This design comes from an exercise in tuning for small area and a short achievable clock period on the open sky130 flow, not from production work.
At most, simulation tests tie the RTL to the original design; equivalence was not proved.
Power figures rest on the tool's default switching activity, not on a simulated workload.

## the reference run
==> module pattern_vg, before the edit <==
module pattern_vg (
 input wire reset,
 input wire clk_in,
 input wire [11:0] x,
 input wire [11:0] y,
 input wire vn_in, hn_in, dn_in,
 input wire [7:0] r_in, g_in, b_in,
 output reg vn_out, hn_out, den_out,
 output reg [7:0] r_out, g_out, b_out,
 input wire [11:0] total_active_pix,
 input wire [11:0] total_active_lines,
 input wire [7:0] pattern,
 input wire [19:0] ramp_step
);
reg [5:0] ramp_lo, ramp_mid;
reg [7:0] ramp_hi;
reg ramp_c0, ramp_c1;
wire [6:0] lo_sum = {1'b0, ramp_lo} + {1'b0, ramp_step[5:0]};
wire [7:0] mid_cs = {1'b0, ramp_mid, 1'b1} + {1'b0, ramp_step[11:6], ramp_c0};
wire [6:0] mid_sum = mid_cs[7:1];
wire [8:0] hi_cs = {ramp_hi, 1'b1} + {ramp_step[19:12], ramp_c1};
wire [7:0] hi_sum = hi_cs[8:1];
wire mid_cy = ramp_c0 & (&ramp_mid);
wire [7:0] ramp_q = ramp_hi + {6'd0, ramp_c1 & mid_cy, ramp_c1 ^ mid_cy};    
wire [12:0] xl_a = {1'b0, total_active_pix};
wire [12:0] xl_b = {1'b1, ~x};
wire x_last = ((xl_a ^ xl_b) == {(xl_a[11:0] | xl_b[11:0]), 1'b0});
wire [12:0] yl_a = {1'b0, total_active_lines};
wire [12:0] yl_b = {1'b1, ~y};
wire y_last = ((yl_a ^ yl_b) == {(yl_a[11:0] | yl_b[11:0]), 1'b0});
wire x_first = (x == 12'd0);
wire border = dn_in & ((y == 12'd0) | x_first | x_last | y_last);
wire sel_in = (pattern == 8'd0) | ((pattern == 8'd1) & ~border);
wire sel_ff = ((pattern == 8'd1) & border) | ((pattern == 8'd2) & dn_in & x[0]) |
              ((pattern == 8'd3) & dn_in & y[0]);
wire sel_ramp = (pattern == 8'd4);
wire upd = (pattern[7:3] == 5'd0) & (~pattern[2] | (pattern[1:0] == 2'd0));
always @(posedge clk_in) begin
 vn_out <= vn_in;
 hn_out <= hn_in;
 den_out <= dn_in;
 if (reset | (sel_ramp & dn_in & x_last)) begin
  ramp_lo <= 6'd0;
  ramp_mid <= 6'd0;
  ramp_hi <= 8'd0;
  ramp_c0 <= 1'b0;
  ramp_c1 <= 1'b0;
 end else if (sel_ramp & dn_in) begin
  if (x_first) begin
   ramp_lo <= ramp_step[5:0];
   ramp_mid <= ramp_step[11:6];
   ramp_hi <= ramp_step[19:12];
   ramp_c0 <= 1'b0;
   ramp_c1 <= 1'b0;
  end else begin
   ramp_lo <= lo_sum[5:0];
   ramp_mid <= mid_sum[5:0];
   ramp_hi <= hi_sum;
   ramp_c0 <= lo_sum[6];
   ramp_c1 <= mid_sum[6];
  end
 end
 if (~reset & upd) begin
  r_out <= sel_in ? r_in : sel_ramp ? ramp_q : {8{sel_ff}};
  g_out <= sel_in ? g_in : sel_ramp ? ramp_q : {8{sel_ff}};
  b_out <= sel_in ? b_in : sel_ramp ? ramp_q : {8{sel_ff}};
 end
end
endmodule
Settings: LEC_CHECK=0, CAP_MARGIN=20, CORE_AREA=2.3 2.72 137.54 136.0, CTS_BUF_LIST=sky130_fd_sc_hd__clkbuf_4 sky130_fd_sc_hd__clkbuf_8, DIE_AREA=0 0 140 140, SETUP_SLACK_MARGIN=2.8, SLEW_MARGIN=20, TNS_END_PERCENT=0; clock period 5.0 ns.
standard.sh (not shown) runs the stock make flow with config.mk's settings and CLKGATE_MAP_FILE= SYNTH_SCRIPT=/design/flow/synth_recipe.tcl, a recipe that flattens the netlist after the stock synthesis.
==> flow/flow/run.sh <==
#!/bin/bash
set -euo pipefail
export BUFFER_PORTS_ARGS="-buffer_cell sky130_fd_sc_hd__buf_1"
bash standard.sh > standard_flow.log 2>&1
The reference run has completed all stages; timing, DRC and antenna checks passed.
Inputs modified between the reference run and the trial run:
-- flow/design.v --
<<< the reference run, line 165
reg ramp_c0, ramp_c1;
wire [6:0] lo_sum = {1'b0, ramp_lo} + {1'b0, ramp_step[5:0]};
wire [7:0] mid_cs = {1'b0, ramp_mid, 1'b1} + {1'b0, ramp_step[11:6], ramp_c0};
wire [6:0] mid_sum = mid_cs[7:1];
wire [8:0] hi_cs = {ramp_hi, 1'b1} + {ramp_step[19:12], ramp_c1};
wire [7:0] hi_sum = hi_cs[8:1];
wire mid_cy = ramp_c0 & (&ramp_mid);
wire [7:0] ramp_q = ramp_hi + {6'd0, ramp_c1 & mid_cy, ramp_c1 ^ mid_cy};    
wire [12:0] xl_a = {1'b0, total_active_pix};
wire [12:0] xl_b = {1'b1, ~x};
>>> the trial run, line 165
reg ramp_c0, ramp_c1;
wire [6:0] lo_sum = {1'b0, ramp_lo} + {1'b0, ramp_step[5:0]};
wire [6:0] mid_sum = {1'b0, ramp_mid} + {1'b0, ramp_step[11:6]} + {6'd0, ramp_c0};
wire [7:0] hi_sum = ramp_hi + ramp_step[19:12] + {7'd0, ramp_c1};
wire mid_cy = ramp_c0 & (&ramp_mid);
wire [7:0] ramp_q = ramp_hi + {7'd0, ramp_c1} + {7'd0, mid_cy};    
wire [12:0] xl_a = {1'b0, total_active_pix};
wire [12:0] xl_b = {1'b1, ~x};
Findings:
Area after synthesis delta (the trial run − the reference run): favourable
Compared to the reference run, the trial run has post-placement cell count 25 lower.
Clock-buffer cell count ended up 1 higher on the trial run than on the reference run.
Compared with the reference run, the trial run improves switching power.
Post-synthesis share of cell area spent on full adders, half adders and majority gates across the trial run and the reference run: no real change.
The trial run: wire length on met3 740 um below the reference run
Synthesized area per cell was lower in the run labelled the reference run.
The trial run vs the reference run, final net count went down by 1.6%.
The total combinational power in the trial run was lower than what the reference run gave.
The reference run -> the trial run: area inside the core boundary delta 0, exact match
Final critical delay including setup and external delays: the trial run vs the reference run down 0.096 ns
Comparing power for the trial run and the reference run, the smaller number came from the trial run.
For the reference run, only the layout was checked, not whether the RTL still works.

-- re-timing with driven ports --
The flow's constraints put no driver on any port. The routed layouts listed below were extracted and timed again, unchanged, in two steps. Step 1, drivers: a clkbuf_16 drives clk and a buf_2 each remaining input, both assumed. Step 2 adds t to the input delays and takes it off the output delays; t is the mean of the earliest and latest rising clock arrival at the registers after step 1. Input paths then give back, and output paths get back, about the clock's delay inside the block. Slacks: no drivers / after step 1 / after step 2; pairs: no drivers / after step 1.
| run | t, ns | slack for setup (ns) | worst data-port slew with drivers (ns) | cell pins on the clock port's net |
|---|---|---|---|---|
| the reference run | 0.519 | 2.425 / 2.443 / 1.924 | 0.10 | 1 |
| the trial run | 0.519 | 2.521 / 2.510 / 1.991 | 0.07 | 1 |
After both steps setup and hold are still met in every run listed. For the trial run, which loses most, drivers alone change the setup slack by -0.011 ns; drivers and shift together by -0.530 ns.
